Context: an optimization exercise on an open-source flow, tuned for small area. The choices shown serve that exercise and are no tape-out recipe. Only simulation tests tie the RTL to the original design; equivalence was not proved. No activity file was given, so power comes from the tool's default toggle rates.

[flow/config.mk]
export PLATFORM = sky130hd
export DESIGN_NAME = firp
export DESIGN_NICKNAME = firp
export VERILOG_FILES = /design/flow/design.v
export SDC_FILE = /design/flow/constraint.sdc
export NUM_CORES = 4
export LEC_CHECK = 0
export CAP_MARGIN = 20
export CORE_MARGIN = 2
export CORE_UTILIZATION = 70
export SLEW_MARGIN = 20
export SYNTH_HIERARCHICAL = 1
export SYNTH_MINIMUM_KEEP_SIZE = 0
[flow/constraint.sdc]
create_clock -name core_clock -period 20.0 [get_ports {clock}]
set_input_delay 4.0000 -clock core_clock [delete_from_list [all_inputs] [get_ports {clock}]]
set_output_delay 4.0000 -clock core_clock [all_outputs]
set_load 0.01 [all_outputs]
[flow/design.v]
`timescale 1ns / 1ps
module firp(
  input clock,
  input reset,
  output done,
  input start,
  input wire [15:0] input_sample,
  output [15:0] output_sample2);
reg  [3:0]  ph;
reg         pend;      
reg         act;       
reg         fresh;     
reg  [15:0] C;         
reg  [15:0] W [0:17];  
reg  [8:0]  cyn;       
reg  [16:0] acc;       
wire ph0   = (ph == 4'd0);
wire last  = act & ph0;                   
wire win   = (act & ~ph0) | (pend & ph0);
wire ready = ~pend & (~act | ph0);
wire take  = start & ready;
wire is15  = (ph == 4'd15);
wire en = win & ~fresh;
wire z  = win & fresh & is15;
wire [17:0] t;
wire        c0 = win & C[ph];
genvar k;
generate
  for (k = 0; k < 18; k = k + 1) begin : g_tap
    assign t[k] = (W[k][0] & en) | z;
  end
endgenerate
wire [17:0] tn  = ~t;
wire        c0n = ~c0;
wire [8:0] pa = {tn[7:0], c0n};
wire [8:0] pb = {tn[9], tn[10], tn[11], tn[12], tn[13], tn[14], tn[15], tn[16], tn[17]};
wire [8:0] psn, pcn;
genvar p;
generate
  for (p = 0; p < 9; p = p + 1) begin : g_pre
    fa3 u_pre (.a(pa[p]), .b(pb[p]), .c(cyn[p]), .s(psn[p]), .co(pcn[p]));
  end
endgenerate
wire [8:0] ps   = ~psn;
wire       midn = tn[8];
wire       mid  = ~midn;
wire s4, c4;
fa3 u_4 (.a(acc[0]), .b(psn[2]), .c(ps[4]), .s(s4), .co(c4));
wire s7, c7;
ha2 u_7 (.a(psn[5]), .b(s4), .s(s7), .co(c7));
wire s14, c14;
fa3 u_14 (.a(acc[1]), .b(ps[0]), .c(psn[1]), .s(s14), .co(c14));
wire s17, c17;
fa3 u_17 (.a(ps[6]), .b(ps[8]), .c(c4), .s(s17), .co(c17));
wire s20, c20;
fa3 u_20 (.a(s14), .b(c7), .c(s17), .s(s20), .co(c20));
wire s29, c29;
fa3 u_29 (.a(acc[2]), .b(ps[2]), .c(ps[4]), .s(s29), .co(c29));
wire s32, c32;
fa3 u_32 (.a(ps[5]), .b(psn[7]), .c(midn), .s(s32), .co(c32));
wire s35, c35;
fa3 u_35 (.a(c14), .b(s29), .c(s32), .s(s35), .co(c35));
wire s38, c38;
fa3 u_38 (.a(c17), .b(s35), .c(c20), .s(s38), .co(c38));
wire s45, c45;
fa3 u_45 (.a(acc[3]), .b(ps[0]), .c(psn[3]), .s(s45), .co(c45));
wire s48, c48;
fa3 u_48 (.a(psn[8]), .b(c29), .c(c32), .s(s48), .co(c48));
wire s51, c51;
fa3 u_51 (.a(s45), .b(c35), .c(s48), .s(s51), .co(c51));
wire s54, c54;
ha2 u_54 (.a(s51), .b(c38), .s(s54), .co(c54));
wire s62, c62;
fa3 u_62 (.a(acc[4]), .b(ps[0]), .c(ps[1]), .s(s62), .co(c62));
wire s65, c65;
fa3 u_65 (.a(ps[7]), .b(psn[8]), .c(mid), .s(s65), .co(c65));
wire s68, c68;
fa3 u_68 (.a(c45), .b(s62), .c(s65), .s(s68), .co(c68));
wire s71, c71;
fa3 u_71 (.a(c48), .b(s68), .c(c51), .s(s71), .co(c71));
wire s74, c74;
ha2 u_74 (.a(s71), .b(c54), .s(s74), .co(c74));
wire s78, c78;
fa3 u_78 (.a(acc[5]), .b(psn[6]), .c(c62), .s(s78), .co(c78));
wire s81, c81;
fa3 u_81 (.a(c65), .b(c68), .c(s78), .s(s81), .co(c81));
wire s84, c84;
fa3 u_84 (.a(s81), .b(c71), .c(c74), .s(s84), .co(c84));
wire s93, c93;
fa3 u_93 (.a(acc[6]), .b(psn[2]), .c(ps[5]), .s(s93), .co(c93));
wire s96, c96;
fa3 u_96 (.a(psn[6]), .b(ps[7]), .c(midn), .s(s96), .co(c96));
wire s99, c99;
fa3 u_99 (.a(s93), .b(s96), .c(c78), .s(s99), .co(c99));
wire s102, c102;
fa3 u_102 (.a(c81), .b(s99), .c(c84), .s(s102), .co(c102));
wire s107, c107;
fa3 u_107 (.a(acc[7]), .b(psn[3]), .c(c93), .s(s107), .co(c107));
wire s110, c110;
fa3 u_110 (.a(c96), .b(s107), .c(c99), .s(s110), .co(c110));
wire s113, c113;
ha2 u_113 (.a(s110), .b(c102), .s(s113), .co(c113));
wire s120, c120;
fa3 u_120 (.a(acc[8]), .b(ps[1]), .c(psn[4]), .s(s120), .co(c120));
wire s123, c123;
fa3 u_123 (.a(ps[8]), .b(mid), .c(s120), .s(s123), .co(c123));
wire s126, c126;
fa3 u_126 (.a(c107), .b(s123), .c(c110), .s(s126), .co(c126));
wire s129, c129;
ha2 u_129 (.a(s126), .b(c113), .s(s129), .co(c129));
wire s134, c134;
fa3 u_134 (.a(acc[9]), .b(ps[3]), .c(psn[7]), .s(s134), .co(c134));
wire s137, c137;
fa3 u_137 (.a(c120), .b(s134), .c(c123), .s(s137), .co(c137));
wire s140, c140;
fa3 u_140 (.a(s137), .b(c126), .c(c129), .s(s140), .co(c140));
wire s147, c147;
fa3 u_147 (.a(acc[10]), .b(ps[2]), .c(ps[4]), .s(s147), .co(c147));
wire s150, c150;
fa3 u_150 (.a(midn), .b(c134), .c(s147), .s(s150), .co(c150));
wire s153, c153;
fa3 u_153 (.a(s150), .b(c137), .c(c140), .s(s153), .co(c153));
wire s159, c159;
fa3 u_159 (.a(acc[11]), .b(psn[3]), .c(ps[8]), .s(s159), .co(c159));
wire s162, c162;
fa3 u_162 (.a(c147), .b(s159), .c(c150), .s(s162), .co(c162));
wire s165, c165;
ha2 u_165 (.a(s162), .b(c153), .s(s165), .co(c165));
wire s172, c172;
fa3 u_172 (.a(acc[12]), .b(ps[3]), .c(ps[4]), .s(s172), .co(c172));
wire s175, c175;
fa3 u_175 (.a(ps[6]), .b(mid), .c(c159), .s(s175), .co(c175));
wire s178, c178;
fa3 u_178 (.a(s172), .b(s175), .c(c162), .s(s178), .co(c178));
wire s181, c181;
ha2 u_181 (.a(s178), .b(c165), .s(s181), .co(c181));
wire s186, c186;
fa3 u_186 (.a(acc[13]), .b(ps[5]), .c(psn[6]), .s(s186), .co(c186));
wire s189, c189;
fa3 u_189 (.a(c172), .b(s186), .c(c175), .s(s189), .co(c189));
wire s192, c192;
fa3 u_192 (.a(s189), .b(c178), .c(c181), .s(s192), .co(c192));
wire s200, c200;
fa3 u_200 (.a(acc[14]), .b(psn[6]), .c(ps[7]), .s(s200), .co(c200));
wire s203, c203;
fa3 u_203 (.a(ps[8]), .b(mid), .c(c186), .s(s203), .co(c203));
wire s206, c206;
fa3 u_206 (.a(s200), .b(s203), .c(c189), .s(s206), .co(c206));
wire s209, c209;
ha2 u_209 (.a(s206), .b(c192), .s(s209), .co(c209));
wire s213, c213;
fa3 u_213 (.a(acc[15]), .b(ps[6]), .c(c200), .s(s213), .co(c213));
wire s216, c216;
fa3 u_216 (.a(c203), .b(s213), .c(c206), .s(s216), .co(c216));
wire s219, c219;
ha2 u_219 (.a(s216), .b(c209), .s(s219), .co(c219));
wire s222, c222;
fa3 u_222 (.a(acc[16]), .b(c213), .c(c216), .s(s222), .co(c222));
wire s225, c225;
ha2 u_225 (.a(s222), .b(c219), .s(s225), .co(c225));
wire s227 = c222 ^ c225;
wire [17:0] s = {s227, s225, s219, s209, s192, s181, s165, s153, s140, s129, s113, s102, s84, s74, s54, s38, s20, s7};
assign output_sample2 = s[16:1];
assign done = last;
integer i;
always @(posedge clock) begin
  for (i = 0; i < 18; i = i + 1)
    W[i] <= {win ? (i == 0 ? c0 : t[i-1]) : W[i][0], W[i][15:1]};
  cyn <= pcn;
  acc <= win ? s[17:1] : 17'd28812;
  if (take) C <= {~input_sample[15], input_sample[14:0]};
end
always @(posedge clock or posedge reset) begin
  if (reset) begin
    ph    <= 4'd0;
    pend  <= 1'b0;
    act   <= 1'b0;
    fresh <= 1'b1;
  end else begin
    ph    <= ph + 4'd1;
    pend  <= take | (pend & ~ph0);
    act   <= win;
    if (win & is15) fresh <= 1'b0;
  end
end
endmodule
`timescale 1ns / 1ps
module fa3(input a, input b, input c, output s, output co);
    assign s  = a ^ b ^ c;
    assign co = (a & b) | (a & c) | (b & c);
endmodule
module ha2(input a, input b, output s, output co);
    assign s  = a ^ b;
    assign co = a & b;
endmodule
[flow/flow/run.sh]
#!/bin/bash
# The standard layout (bash standard.sh) with two changes:
#  - ports get the smallest buffer (buf_1) instead of the delay buffer that
#    buffer_ports picks by default; every port is still buffered;
#  - clock tree: clkbuf_8 buffers, sink clusters of at most 18 flip-flops,
#    and no dummy loads.
# make's full output goes to flow_make.log here; each ORFS step also keeps its
# own log under orfs/logs/.
set -euo pipefail
export BUFFER_PORTS_ARGS="-buffer_cell sky130_fd_sc_hd__buf_1"
export CTS_ARGS="-sink_clustering_enable -repair_clock_nets -sink_clustering_size 18 -sink_clustering_max_diameter 100 -buf_list sky130_fd_sc_hd__clkbuf_8 -dont_use_dummy_load"
bash standard.sh > flow_make.log 2>&1
[flow/standard.sh]
#!/bin/bash
# synth_recipe.tcl (not shown) runs the flow's synth.tcl, then flattens the netlist and writes it again
# the make line also repeats each setting of config.mk as NAME=value (left out here)
make -C /OpenROAD-flow-scripts/flow DESIGN_CONFIG=/design/flow/config.mk WORK_HOME=/design/flow/orfs CLKGATE_MAP_FILE= SYNTH_SCRIPT=/design/flow/synth_recipe.tcl "${@:-finish}"
==> results of run 1 <==
-- cells by family (layout without fill, tap and decap cells) --
| group | Yosys count | in the layout | share of synthesized area [%] |
|---|---|---|---|
| DFF | 337 | 337 | 76.2 |
| adders and majority gates | 68 | 68 | 13.9 |
| buffers and inverters | 43 | 76 | 2.90 |
| AOI/OAI and AO/OA | 41 | 41 | 3.29 |
| and+or+nand+nor | 27 | 27 | 1.95 |
| muxes | 8 | 8 | 1.47 |
| xor gates and xnor gates | 3 | 3 | 0.288 |
-- power by group through the flow --
stage | combinational, mW | clock, mW | sequential [mW]
finish | 0.574 | 0.281 | 0.764
CTS | 0.584 | 0.288 | 0.765
detailed placement | 0.581 | 0 | 0.780
floorplan | 0.552 | 0 | 0.771
global route | 0.653 | 0.311 | 0.772
global placement | 0.574 | 0 | 0.778
-- state kept, by name, indices dropped and copies added (netlist names) --
name   count
ph         4
act        1
cyn        9
fresh      1
pend       1
C         16
acc       17
W        288
-- path summary, 6_finish.rpt --
path	startpoint	to	slack, ns	cells after the start
min in group asynchronous	reset	ph[2]$_DFF_PP0_	3.33	2
setup reg to reg	ph[1]$_DFF_PP0_	acc[14]$_SDFF_PP1_	11.47	25
max in group asynchronous	reset	fresh$_DFFE_PP1P_	16.40	2
hold reg to reg	W[0][8]$_DFF_P_	W[0][7]$_DFF_P_	0.31	0
setup / recovery	ph[1]$_DFF_PP0_	output_sample2[15]	7.02	26
hold / removal	W[0][8]$_DFF_P_	W[0][7]$_DFF_P_	0.31	0
-- routing by layer --
| layer | vias to the layer above | global-route usage (%) | part of all wire (%) |
|---|---|---|---|
| met5 | - | 0 | 0 |
| met4 | 0 | 6.17 | 2.6 |
| met3 | 26 | 3.97 | 3.8 |
| met2 | 77 | 31.6 | 48 |
| met1 | 1809 | 27.8 | 46 |
| li1 | 1736 | - | - |
-- per-module statistics from Yosys (local to each module, per instance) --
module / area (um^2) / times used
firp: 7870 / 1
ha2: 12.5 / 10
fa3: 20.0 / 56
-- cells in the final DEF (no fill, tap or decap), drive strengths merged, types with 2 or more instances in the layout --
cell,Yosys,routed
a21o,2,2
xnor2,2,2
clkbuf,4,22
mux2i,2,2
dfrtp,6,6
a221o,17,17
o22ai,2,2
or2,6,6
nand2b,2,2
inv,16,16
mux4,3,3
dfxtp,314,314
nor2b,10,10
mux2,3,3
edfxtp,16,16
nor2,3,3
a21oi,19,19
and2,2,2
ha,12,12
fa,56,56
buf,23,38
-- critical path, delay by kind of cell (launching register included) --
| family | cells | cell delay [ns] |
|---|---|---|
| flip-flops | 1 | 0.56 |
| buffers and inverters | 3 | 0.34 |
| adder cells (fa/ha/maj) | 19 | 6.24 |
| AO/OA/AOI/OAI | 1 | 0.21 |
| multiplexers | 1 | 0.28 |
| AND/OR/NAND/NOR | 2 | 0.79 |
-- area by class of cell --
class / instances / area [um^2] / area share, %
clock buffer: 22 / 303 / 3.15
inverter: 16 / 60.1 / 0.625
multi-input combinational: 147 / 1910 / 19.9
sequential: 337 / 6940 / 72.3
tap: 172 / 215 / 2.24
timing repair buffer: 38 / 174 / 1.81
==> results.json, run 1 <==
{
  "outcome": "finished clean",
  "hold_viol": 0,
  "cp_max_fo": 36,
  "initial_utilization_pct": 71.9,
  "final.setup.worst_slack_ns": 7.02,
  "wl_um": 12700,
  "ys_types": 32,
  "syn_area_um2": 9120,
  "layout.nets": 649,
  "dpl.hpwl_um": 8560,
  "synth_edf_count": 16,
  "rows": 41,
  "drc_errors": 0,
  "fin_cells": 732,
  "dp_cells": 709,
  "yosys-top-cells-area": "dfxtp_1 69%, fa_1 12%, edfxtp_1 5.3%",
  "grt_max_degree": 37,
  "worstSetupPathType": "reg -> out",
  "synth_top_area_share_pct": 69.0,
  "grt_pass1_wl_um": 21100,
  "p_comb_share_pct": 35.5,
  "fin_skew_ns": 0.0501,
  "whs_ns": 0.312,
  "swShare_pct": 32.2,
  "dp_slack_ns": 7.14,
  "clk_pin_slew_ns": 0.10,
  "htreeDepth": 1,
  "syn_area_per_cell_um2": 17.3,
  "dieWidth_um": 118,
  "critPathLaunchType": "flop",
  "hold_path_class": "reg -> reg",
  "drive_above_1_share_pct": 7.50,
  "tns_ns": 0,
  "dpl_cell_area_um2": 9280,
  "cp-end-kind": "primary output",
  "syn_inst": 527,
  "first_global_vias": 4075,
  "portBuffers": 35,
  "die_h_um": 118,
  "core_um2": 12700,
  "finalPower_mw": 1.62,
  "via_count": 3648,
  "power_switching_mw": 0.521,
  "viasPerCell": 4.98,
  "max_freq_mhz": 77.0,
  "synth.net_count": 614,
  "seq_area_frac_synth_pct": 76.2,
  "drt_first_pass_iters": 4,
  "internal_power_mw": 1.10,
  "ctsHoldBuffers": 0,
  "numCtsBuffers": 22,
  "antenna_found_initial": 0,
  "wl_per_cell_um": 17.3,
  "worstMarginPinSlew_ns": 0.758,
  "yosysTopAreaCell": "dfxtp_1",
  "leakagePower_nw": 3.82,
  "design_area_um2": 9610,
  "yosys_warnings": 8,
  "crit_path_frequent_cell": "fa_1",
  "cts_sinks": 337,
  "ys_seq_elements": 337,
  "peakVddDrop_mv": 0.0852,
  "die-area_um2": 14000,
  "drv_slew": 0,
  "synth-main-ff-cell": "dfxtp_1",
  "synthArstFlopShare_pct": 2.08,
  "worstPathRequired_ns": 16.00,
  "first_iter_violations": 193,
  "seq_power_share_pct": 47.2,
  "slowest_delay_ns": 0.66,
  "rsz0062_at_grt": "no",
  "max-cap-violations": 0,
  "root_buffer": "clkbuf_8",
  "cts-resized-gates": 0,
  "syn_to_final_growth_pct": 5.38,
  "nFillCells": 755,
  "antennaDiodeCount": 0,
  "utilization_pct": 75.8,
  "tritoncts": "built",
  "layout_min_cycle_time_ns": 12.98,
  "critical-path-slowest-cell": "fa_1",
  "ctsLongestPathBuffers": 3,
  "arrival_ns": 8.98,
  "drtAntennaViolNets": 0,
  "setup_violations": 0,
  "synth.most_common_cell": "dfxtp_1",
  "io_pins": 36,
  "relSlewSlack_pct": 49.4,
  "grt-ovfl-total": 0,
  "clkPwrFrac_pct": 17.3,
  "period_share_pct": 64.9,
  "cts_setup_buffers": 0,
  "grtUsageTotal_pct": 19.8,
  "synth_commonest_cells": "314 x dfxtp_1, 56 x fa_1, 19 x a21oi_1",
  "insertion_delay_ns": 0.55,
  "globalplace.congestion": 0.826,
  "p_per_area_nw_per_um2": 169
}
==> inputs of run 2 (changes only) <==
==> flow/flow/run.sh (replaced) <==
#!/bin/bash
# The standard layout (bash standard.sh) with two changes:
#  - ports get the smallest buffer (buf_1) instead of the delay buffer that
#    buffer_ports picks by default; every port is still buffered;
#  - clock tree: clkbuf_8 buffers, sink clusters of at most 19 flip-flops,
#    and no dummy loads.
# make's full output goes to flow_make.log here; each ORFS step also keeps its
# own log under orfs/logs/.
set -euo pipefail
export BUFFER_PORTS_ARGS="-buffer_cell sky130_fd_sc_hd__buf_1"
export CTS_ARGS="-sink_clustering_enable -repair_clock_nets -sink_clustering_size 19 -sink_clustering_max_diameter 100 -buf_list sky130_fd_sc_hd__clkbuf_8 -dont_use_dummy_load"
bash standard.sh > flow_make.log 2>&1
==> run 2 against run 1 <==
Net effect:
- final area is 0.14% lower
- final cell count is 0.14% lower
- still clean
- clock skew is 0.0071 ns lower
- flip-flop and latch count stayed put
- count of clock-buffer cells in the layout is 1 lower
- power is 0.56% lower
- core utilization is 0.11 points lower
- sequential power hardly changed
- register-to-register slack hardly changed
- setup slack better by 0.020 ns
- hold slack better by 0.0058 ns
- global-route usage is 0.28 points lower
- highest routed layer unchanged
==> results.json, run 2 <==
{
  "worstPathRequired_ns": 16.00,
  "grt_pass1_wl_um": 20900,
  "io_pins": 36,
  "hold_path_class": "reg -> reg",
  "tns_ns": 0,
  "syn_inst": 527,
  "layout_common_cells": "314 x dfxtp_1, 56 x fa_1, 35 x buf_1, 21 x clkbuf_8, 19 x a21oi_1",
  "synth.most_common_cell": "dfxtp_1",
  "yosys-top-cells-area": "dfxtp_1 69%, fa_1 12%, edfxtp_1 5.3%",
  "critPathLaunchType": "flop",
  "first_global_vias": 4025,
  "first_iter_violations": 238,
  "synth_top_area_share_pct": 69.0,
  "grt-ovfl-total": 0,
  "top_register": "W",
  "drive_above_1_share_pct": 7.33,
  "cts_sinks": 337,
  "multi_input_area_um2": 1910,
  "htreeDepth": 1,
  "dpl.hpwl_um": 8560,
  "clk_pin_slew_ns": 0.10,
  "critical-path-slowest-cell": "fa_1",
  "r2r_cells": 25,
  "synth-main-ff-cell": "dfxtp_1",
  "cts-resized-gates": 0,
  "grtUsageTotal_pct": 19.5,
  "rows": 41,
  "relSlewSlack_pct": 49.1,
  "antennaDiodeCount": 0,
  "ys_seq_elements": 337,
  "leakagePower_nw": 3.81,
  "outcome": "finished clean",
  "initial_utilization_pct": 71.9,
  "drc_errors": 0,
  "die_h_um": 118,
  "regArea_um2": 6940,
  "layout.nets": 648,
  "worstSetupPathType": "reg -> out",
  "wl_um": 12400,
  "ctsHoldBuffers": 0,
  "worstMarginPinSlew_ns": 0.762,
  "core_um2": 12700,
  "synthArstFlopShare_pct": 2.08,
  "setup_violations": 0,
  "insertion_delay_ns": 0.53,
  "arrival_ns": 8.96,
  "dieWidth_um": 118,
  "syn_area_um2": 9120,
  "ctsLongestPathBuffers": 3,
  "syn_to_final_growth_pct": 5.23,
  "portBuffers": 35,
  "wl_per_cell_um": 16.9,
  "synth.net_count": 614,
  "antenna_found_initial": 0,
  "drt_first_pass_iters": 5,
  "layout_min_cycle_time_ns": 12.96,
  "max-cap-violations": 0,
  "largest_registers": "W: 288 flops, acc: 17 flops, C: 16 flops",
  "whs_ns": 0.318,
  "cts_setup_buffers": 0,
  "max_freq_mhz": 77.2,
  "root_buffer": "clkbuf_8",
  "hold_viol": 0,
  "via_count": 3603,
  "largest_reg_flops": 288,
  "cp_max_fo": 36,
  "yosys_warnings": 8,
  "slowest_delay_ns": 0.66,
  "period_share_pct": 64.8,
  "cp-end-kind": "primary output",
  "die-area_um2": 14000,
  "seq_area_frac_synth_pct": 76.2,
  "final_common_cell": "dfxtp_1",
  "synth_edf_count": 16,
  "viasPerCell": 4.93,
  "syn_area_per_cell_um2": 17.3,
  "globalplace.congestion": 0.826,
  "synth_commonest_cells": "314 x dfxtp_1, 56 x fa_1, 19 x a21oi_1",
  "nFillCells": 759,
  "crit_path_frequent_cell": "fa_1",
  "grt_max_degree": 37,
  "rsz0062_at_grt": "no",
  "p_per_area_nw_per_um2": 168,
  "numCtsBuffers": 21,
  "tritoncts": "built",
  "ys_types": 32,
  "drv_slew": 0,
  "hold-path-cell-count": 0,
  "drtAntennaViolNets": 0,
  "yosysTopAreaCell": "dfxtp_1",
  "fin_skew_ns": 0.0430,
  "peakVddDrop_mv": 0.0818
}
-- run 2: cell types whose count changed in the layout (fill, tap and decap cells not counted), sizes merged --
cell    before  now
clkbuf      22   21
-- run 2: cell type report --
type                       count  area share [%]
clock buffer                  21            3.01
inverter                      16           0.626
multi-input combinational    147            19.9
sequential                   337            72.4
tap                          172            2.24
timing repair buffer          38            1.81
-- run 2: final timing paths --
| check | startpoint | endpoint | slack (ns) |
|---|---|---|---|
| max reg2reg | ph[1]$_DFF_PP0_ | acc[14]$_SDFF_PP1_ | 11.47 |
| min | W[14][3]$_DFF_P_ | W[14][2]$_DFF_P_ | 0.32 |
| min reg2reg | W[14][3]$_DFF_P_ | W[14][2]$_DFF_P_ | 0.32 |
| max | ph[1]$_DFF_PP0_ | output_sample2[15] | 7.04 |
| max in group asynchronous | reset | fresh$_DFFE_PP1P_ | 16.36 |
| min in group asynchronous | reset | ph[1]$_DFF_PP0_ | 3.36 |
-- run 2: per-layer routing --
| metal | part of all wire, % | global-route usage (%) | wire length, um | vias up |
|---|---|---|---|---|
| met3 | 3.4 | 3.29 | 425 | 22 |
| met2 | 47 | 31.5 | 5810 | 71 |
| met1 | 47 | 28.1 | 5830 | 1776 |
| met4 | 2.5 | 4.89 | 303 | 0 |
| li1 | - | - | - | 1734 |
| met5 | 0 | 0 | 0 | - |
-- run 2: logic make-up (layout without fill, tap and decap cells) --
logic type,after synthesis,after routing,share of synthesized area (%)
DFF,337,337,76.2
AOI/OAI and AO/OA,41,41,3.29
buffers and inverters,43,75,2.90
xor gates and xnor gates,3,3,0.288
and+or+nand+nor,27,27,1.95
adders and majority gates,68,68,13.9
muxes,8,8,1.47
-- run 2: per-module statistics from Yosys (local to each module, per instance) --
module / area, um^2 / cells inside
ha2: 12.5 / 1
firp: 7870 / 461
fa3: 20.0 / 1
-- run 2: through the flow --
step / instance area (um^2) / utilization [%] / setup WS (ns) / power [mW] / std cells
after floorplan: 9120 / - / 8.31 / 1.32 / 527
after global placement: 9280 / 73.2 / 7.35 / 1.35 / 709
after detailed placement: 9280 / 73.2 / 7.14 / 1.36 / 709
after CTS: 9570 / 75.5 / 6.53 / 1.63 / 730
after global routing: 9590 / 75.7 / 6.56 / 1.73 / 731
final: 9590 / 75.7 / 7.04 / 1.61 / 731
-- run 2: power by group --
part | switching, mW | leakage (nW) | internal (mW)
sequential | 0.0240 | 2.78 | 0.740
clock | 0.177 | 0.151 | 0.0951
combinational | 0.316 | 0.880 | 0.258
total | 0.516 | 3.81 | 1.09
-- run 2: critical path, delay by kind of cell, from the launching register on --
family,cells,cell delay [ns]
flip-flops,1,0.55
adder cells (fa/ha/maj),19,6.25
AO/OA/AOI/OAI,1,0.21
AND/OR/NAND/NOR,2,0.79
buffers and inverters,3,0.34
multiplexers,1,0.27
==> inputs of run 3 (changes only) <==
--- a/flow/config.mk
+++ b/flow/config.mk
@@ -7,6 +7,6 @@
 export LEC_CHECK = 0
-export CAP_MARGIN = 20
+export CAP_MARGIN = 0
 export CORE_MARGIN = 2
 export CORE_UTILIZATION = 70
-export SLEW_MARGIN = 20
+export SLEW_MARGIN = 0
 export SYNTH_HIERARCHICAL = 1
==> run 3 against run 2 <==
Net effect:
- fmax decreased by 3.6%
- combinational power decreased by 0.7%
- area after synthesis unchanged
- power fell by 0.27%
- die area stayed put
- critical path type unchanged
- highest routed layer unchanged
==> results.json, run 3 <==
{
  "slowest_delay_ns": 0.98,
  "insertion_delay_ns": 0.53,
  "yosys_warnings": 8,
  "drc_errors": 0,
  "period_share_pct": 67.2,
  "final_common_cell": "dfxtp_1",
  "antenna_found_initial": 0,
  "tns_ns": 0,
  "critPathLaunchType": "flop",
  "hold_viol": 0,
  "first_global_vias": 4025,
  "max_freq_mhz": 74.4,
  "numCtsBuffers": 21,
  "drive_above_1_share_pct": 7.17,
  "leakagePower_nw": 3.80,
  "portBuffers": 35,
  "viasPerCell": 4.92,
  "ys_types": 32,
  "drt_first_pass_iters": 4,
  "fin_skew_ns": 0.0417,
  "initial_utilization_pct": 71.9,
  "worstSetupPathType": "reg -> out",
  "drv_slew": 0,
  "ys_seq_elements": 337,
  "yosys-top-cells-area": "dfxtp_1 69%, fa_1 12%, edfxtp_1 5.3%",
  "hold-path-cell-count": 0,
  "drtAntennaViolNets": 0,
  "relSlewSlack_pct": 22.5,
  "reg2reg_slack_ns": 10.96,
  "die-area_um2": 14000,
  "clk_pin_slew_ns": 0.10,
  "synth_commonest_cells": "314 x dfxtp_1, 56 x fa_1, 19 x a21oi_1",
  "synth-main-ff-cell": "dfxtp_1",
  "setup_violations": 0,
  "synth.most_common_cell": "dfxtp_1",
  "nFillCells": 765,
  "arrival_ns": 9.44,
  "cts_setup_buffers": 0,
  "cts_sinks": 337,
  "yosysTopAreaCell": "dfxtp_1",
  "top_register": "W",
  "synth.net_count": 614,
  "syn_inst": 527,
  "synth_edf_count": 16,
  "io_pins": 36,
  "hold_end": "W[14][2]$_DFF_P_",
  "synthArstFlopShare_pct": 2.08,
  "largest_registers": "W: 288 flops, acc: 17 flops, C: 16 flops",
  "layout_min_cycle_time_ns": 13.44,
  "outcome": "finished clean",
  "cts-resized-gates": 0,
  "globalplace.congestion": 0.826,
  "syn_to_final_growth_pct": 4.93,
  "p_per_area_nw_per_um2": 168,
  "root_buffer": "clkbuf_8",
  "dpl.hpwl_um": 8560,
  "largest_reg_flops": 288,
  "ctsLongestPathBuffers": 3,
  "layout.nets": 647,
  "core_um2": 12700,
  "die_h_um": 118,
  "wl_um": 12400,
  "grtUsageTotal_pct": 19.5,
  "peakVddDrop_mv": 0.0817,
  "antennaDiodeCount": 0,
  "min_from": "W[14][3]$_DFF_P_",
  "wl_per_cell_um": 16.9,
  "syn_area_per_cell_um2": 17.3,
  "htreeDepth": 1,
  "utilization_pct": 75.5,
  "cp_max_fo": 36,
  "first_iter_violations": 223,
  "r2r-end": "acc[16]$_SDFF_PP0_",
  "rsz0062_at_grt": "no",
  "r2r_start": "ph[0]$_DFF_PP0_",
  "dieWidth_um": 118,
  "ctsHoldBuffers": 0,
  "grt-ovfl-total": 0,
  "rows": 41,
  "grt_pass1_wl_um": 20900,
  "synth_top_area_share_pct": 69.0,
  "worstMarginPinSlew_ns": 1.14,
  "crit_path_frequent_cell": "fa_1",
  "cp-end-kind": "primary output",
  "grt_max_degree": 37,
  "layout_common_cells": "314 x dfxtp_1, 56 x fa_1, 35 x buf_1, 21 x clkbuf_8, 19 x a21oi_1",
  "fin_cells": 730,
  "max-cap-violations": 0,
  "hold_path_class": "reg -> reg",
  "critical-path-slowest-cell": "mux2i_4",
  "syn_area_um2": 9120,
  "worstPathRequired_ns": 16.00,
  "via_count": 3588,
  "tritoncts": "built",
  "r2r_cells": 27,
  "seq_area_frac_synth_pct": 76.2,
  "dp_cells": 709
}
[run 3: cell count changes in the layout (fill, tap and decap cells not counted), sizes merged]
cell,previous run,this run
buf,38,37
[run 3: area by class of cell]
class	count	area [um^2]	area share (%)
inverter	16	60.1	0.628
multi-input combinational	147	1910	20.0
timing repair buffer	37	146	1.53
sequential	337	6940	72.6
tap	172	215	2.25
clock buffer	21	289	3.02
[run 3: report_power, final]
group          internal (mW)  switching (mW)  total (mW)
combinational          0.255           0.315       0.570
sequential             0.740          0.0240       0.764
clock                 0.0951           0.177       0.272
total                   1.09           0.516        1.61
[run 3: Yosys stat by module, one instance, submodules excluded]
module  area (um^2)  cells inside  flops+latches  times used
fa3            20.0             1              0          56
ha2            12.5             1              0          10
firp           7870           461            337           1
[run 3: worst max-delay path: cells and delay by family (launching register included)]
family          cells  cell delay [ns]
mux                 1             0.98
buf+inv             3             0.51
flops               1             0.45
fa+ha+maj          19             6.05
simple gates        2             0.63
compound gates      1             0.31
[run 3: how the worst max path moves through the flow]
stage / end / from / slack, ns
floorplan: output_sample2[15] / ph[1]$_DFF_PP0_ / 8.31
global placement: output_sample2[15] / ph[1]$_DFF_PP0_ / 7.35
detailed placement: output_sample2[15] / ph[0]$_DFF_PP0_ / 7.14
CTS: output_sample2[15] / ph[0]$_DFF_PP0_ / 6.53
global route: output_sample2[15] / ph[1]$_DFF_PP0_ / 6.12
finish: output_sample2[15] / ph[0]$_DFF_PP0_ / 6.56
[run 3: metrics by stage]
stage                     cell area (um^2)  power (mW)  worst slack [ns]  hold WS [ns]
after floorplan                       9120        1.32              8.31         0.310
after global placement                9280        1.35              7.35         0.310
after detailed placement              9280        1.36              7.14         0.312
after CTS                             9570        1.63              6.53         0.310
after global routing                  9570        1.72              6.12         0.315
final                                 9570        1.61              6.56         0.316
[run 3: per-layer routing]
layer	share of wire, %	track usage, %	vias up
li1	-	-	1732
met1	47	28.1	1775
met2	47	31.5	61
met3	3.3	3.29	20
met4	2.2	4.89	0
met5	0	0	-
[run 3: cell families after synthesis]
| logic type | count (synthesis) | synth area share, % |
|---|---|---|
| AO/OA/AOI/OAI | 41 | 3.29 |
| flip-flops | 337 | 76.2 |
| adder cells (fa/ha/maj) | 68 | 13.9 |
| multiplexers | 8 | 1.47 |
| AND/OR/NAND/NOR | 27 | 1.95 |
| buffers and inverters | 43 | 2.90 |
| XOR/XNOR | 3 | 0.288 |
==> inputs of run 4 (changes only) <==
==> flow/flow/run.sh (replaced) <==
#!/bin/bash
# The standard layout (bash standard.sh) with three changes:
#  - ports get the smallest buffer (buf_1) instead of the delay buffer that
#    buffer_ports picks by default; every port is still buffered;
#  - clock tree: clkbuf_8 buffers, sink clusters of at most 19 flip-flops,
#    and no dummy loads;
#  - after global routing, repair_timing -recover_power 100 downsizes gates
#    that have timing slack to spare (ORFS's RECOVER_POWER knob).
# make's full output goes to flow_make.log here; each ORFS step also keeps its
# own log under orfs/logs/.
set -euo pipefail
export BUFFER_PORTS_ARGS="-buffer_cell sky130_fd_sc_hd__buf_1"
export CTS_ARGS="-sink_clustering_enable -repair_clock_nets -sink_clustering_size 19 -sink_clustering_max_diameter 100 -buf_list sky130_fd_sc_hd__clkbuf_8 -dont_use_dummy_load"
export RECOVER_POWER=100
bash standard.sh > flow_make.log 2>&1
--- a/flow/config.mk
+++ b/flow/config.mk
@@ -7,6 +7,6 @@
 export LEC_CHECK = 0
-export CAP_MARGIN = 0
+export CAP_MARGIN = 20
 export CORE_MARGIN = 2
 export CORE_UTILIZATION = 70
-export SLEW_MARGIN = 0
+export SLEW_MARGIN = 20
 export SYNTH_HIERARCHICAL = 1
==> run 4 against run 3 <==
Net effect:
- core utilization decreased by 0.059 points
- the layout now fails its checks (capacitance limit, slew limit)
- die area stayed put
- area after synthesis is the same
- synthesized cell count unchanged
- sequential power is essentially flat
- via count rose by 0.11%
- wire length rose by 0.18%
- final cell count rose by 0.14%
- non-clock buffer count is 1 higher
- first-iteration DRC count grew 0.90%
- register-to-register slack lost 1.1 ns
==> results.json, run 4 <==
{
  "peakVddDrop_mv": 0.0819,
  "drive_above_1_share_pct": 6.62,
  "final_common_cell": "dfxtp_1",
  "seq_area_frac_synth_pct": 76.2,
  "synth-main-ff-cell": "dfxtp_1",
  "cts-resized-gates": 0,
  "wl_um": 12400,
  "drt_first_pass_iters": 5,
  "layout_min_cycle_time_ns": 14.52,
  "drv_slew": 37,
  "utilization_pct": 75.4,
  "root_buffer": "clkbuf_8",
  "drc_errors": 0,
  "syn_area_per_cell_um2": 17.3,
  "grt_max_degree": 37,
  "numCtsBuffers": 21,
  "dpl.hpwl_um": 8560,
  "ctsHoldBuffers": 0,
  "synth_top_area_share_pct": 69.0,
  "largest_reg_flops": 288,
  "grt-ovfl-total": 0,
  "so_faults": "capacitance limit, slew limit",
  "synth.most_common_cell": "dfxtp_1",
  "synth_edf_count": 16,
  "ctsLongestPathBuffers": 3,
  "r2r-end": "acc[14]$_SDFF_PP1_",
  "syn_to_final_growth_pct": 4.84,
  "rsz0062_at_grt": "no",
  "yosys_warnings": 8,
  "reg2reg_slack_ns": 9.91,
  "largest_registers": "W: 288 flops, acc: 17 flops, C: 16 flops",
  "first_global_vias": 4025,
  "yosysTopAreaCell": "dfxtp_1",
  "core_um2": 12700,
  "syn_area_um2": 9120,
  "wl_per_cell_um": 16.9,
  "ys_seq_elements": 337,
  "io_pins": 36,
  "antennaDiodeCount": 0,
  "leakagePower_nw": 3.80,
  "grtUsageTotal_pct": 19.5,
  "max-cap-violations": 1,
  "hold_viol": 0,
  "first_iter_violations": 225,
  "worstMarginPinSlew_ns": 2.15,
  "die_h_um": 118,
  "worstPathRequired_ns": 16.00,
  "via_count": 3592,
  "dieWidth_um": 118,
  "globalplace.congestion": 0.826,
  "grt_pass1_wl_um": 20900,
  "hold_path_class": "reg -> reg",
  "arrival_ns": 10.52,
  "hold-path-cell-count": 0,
  "htreeDepth": 1,
  "r2r_start": "ph[0]$_DFF_PP0_",
  "tns_ns": 0,
  "rows": 41,
  "fin_skew_ns": 0.0410,
  "max_freq_mhz": 68.9,
  "r2r_cells": 25,
  "syn_inst": 527,
  "outcome": "failed layout checks",
  "layout_common_cells": "314 x dfxtp_1, 56 x fa_1, 35 x buf_1, 21 x clkbuf_8, 19 x a21oi_1",
  "portBuffers": 35,
  "drtAntennaViolNets": 0,
  "cts_sinks": 337,
  "min_from": "W[14][3]$_DFF_P_",
  "cts_setup_buffers": 0,
  "yosys-top-cells-area": "dfxtp_1 69%, fa_1 12%, edfxtp_1 5.3%",
  "hold_end": "W[14][2]$_DFF_P_",
  "synth_commonest_cells": "314 x dfxtp_1, 56 x fa_1, 19 x a21oi_1",
  "synthArstFlopShare_pct": 2.08,
  "layout.nets": 648,
  "critPathLaunchType": "flop",
  "insertion_delay_ns": 0.53,
  "period_share_pct": 72.6,
  "tritoncts": "built",
  "viasPerCell": 4.91,
  "antenna_found_initial": 0,
  "worstSetupPathType": "reg -> out",
  "synth.net_count": 614,
  "ys_types": 32,
  "cp_max_fo": 36,
  "cp-end-kind": "primary output",
  "top_register": "W",
  "p_per_area_nw_per_um2": 168,
  "setup_violations": 0,
  "relSlewSlack_pct": -44.1,
  "initial_utilization_pct": 71.9,
  "clk_pin_slew_ns": 0.10,
  "die-area_um2": 14000
}
run 4: per-stage QoR:
step | hold slack, ns | instances | total power, mW | setup slack (ns) | cell area, um^2
2_1_floorplan | 0.310 | 527 | 1.32 | 8.31 | 9120
3_3_place_gp | 0.310 | 709 | 1.35 | 7.35 | 9280
3_5_place_dp | 0.312 | 709 | 1.36 | 7.14 | 9280
4_1_cts | 0.310 | 730 | 1.63 | 6.53 | 9570
5_1_grt | 0.315 | 731 | 1.73 | 4.77 | 9560
6_report | 0.319 | 731 | 1.61 | 5.48 | 9560
run 4: power breakdown:
| part | switching, mW | total (mW) | internal (mW) | leakage, nW |
|---|---|---|---|---|
| clock | 0.177 | 0.272 | 0.0951 | 0.151 |
| sequential | 0.0233 | 0.763 | 0.740 | 2.78 |
| combinational | 0.315 | 0.572 | 0.257 | 0.866 |
run 4: worst max path at each step:
stage | start | to | depth (start not counted)
finish | ph[0]$_DFF_PP0_ | output_sample2[15] | 26
global route | ph[1]$_DFF_PP0_ | output_sample2[15] | 26
CTS | ph[0]$_DFF_PP0_ | output_sample2[15] | 26
detailed placement | ph[0]$_DFF_PP0_ | output_sample2[15] | 26
global placement | ph[1]$_DFF_PP0_ | output_sample2[15] | 26
floorplan | ph[1]$_DFF_PP0_ | output_sample2[15] | 28
run 4: critical path, cell delays in order, from the launching register on:
cell and delay [ns]:
dfrtp_1 0.44, inv_1 0.16, ha_1 0.17, nor3b_1 0.41, mux2i_1 0.42, nor2_1 1.71
a21oi_1 0.30, fa_1 0.72, inv_1 0.11, fa_1 0.50, fa_1 0.43, fa_1 0.41
fa_1 0.44, ha_1 0.22, fa_1 0.38, fa_1 0.40, ha_1 0.19, ha_1 0.19
fa_1 0.41, fa_1 0.38, ha_1 0.20, ha_1 0.20, fa_1 0.37, ha_1 0.20
ha_1 0.19, ha_1 0.28, buf_1 0.15
run 4: per-module statistics from Yosys (local to each module, per instance):
module | copies in the design | cells inside
ha2 | 10 | 1
fa3 | 56 | 1
firp | 1 | 461
run 4: logic make-up after synthesis:
family | Yosys count | synth area share [%]
muxes | 8 | 1.47
buffers and inverters | 43 | 2.90
AOI/OAI and AO/OA | 41 | 3.29
and+or+nand+nor | 27 | 1.95
adders and majority gates | 68 | 13.9
DFF | 337 | 76.2
xor gates and xnor gates | 3 | 0.288
run 4: layout make-up:
cell class / count / area [um^2]
well taps: 172 / 215
repair buffers: 38 / 170
flip-flops and latches: 337 / 6940
inverters: 16 / 60.1
multi-input cells: 147 / 1880
fillers: 766 / 3110
clock buffers: 21 / 289
run 4: layer usage:
layer	vias to the layer above	part of all wire, %	global-route usage (%)	routed length [um]
met4	0	2.5	4.89	305
met2	72	47	31.5	5820
li1	1734	-	-	-
met1	1762	47	28.1	5870
met5	-	0	0	0
met3	24	3.2	3.29	402

what the ideal ports hide:
No port has a modelled driver above. Below, the same layouts with a new extraction and two added sets of constraints.
Step 1: set_driving_cell puts a clkbuf_16 on clock and a buf_2 on each other input, an assumption about the parent block.
Step 2, shift: input delay + t, output delay - t, t = (earliest + latest rising clock arrival at the registers) / 2. This alone moves slack from input paths to output paths.
a / b / c = no drivers / after step 1 / after step 2; a / b = the first two.
| run | t (ns) | slack for setup (ns) | latest minus earliest clock arrival (ns) | pins driven straight from the clock port |
|---|---|---|---|---|
| run 1 | 0.559 | 7.021 / 6.985 / 7.544 | 0.052 / 0.052 | 1 |
| run 2 | 0.544 | 7.041 / 7.005 / 7.549 | 0.044 / 0.043 | 1 |
| run 3 | 0.544 | 6.558 / 6.522 / 7.066 | 0.042 / 0.042 | 1 |
| run 4 | 0.544 | 5.479 / 5.443 / 5.987 | 0.041 / 0.042 | 1 |
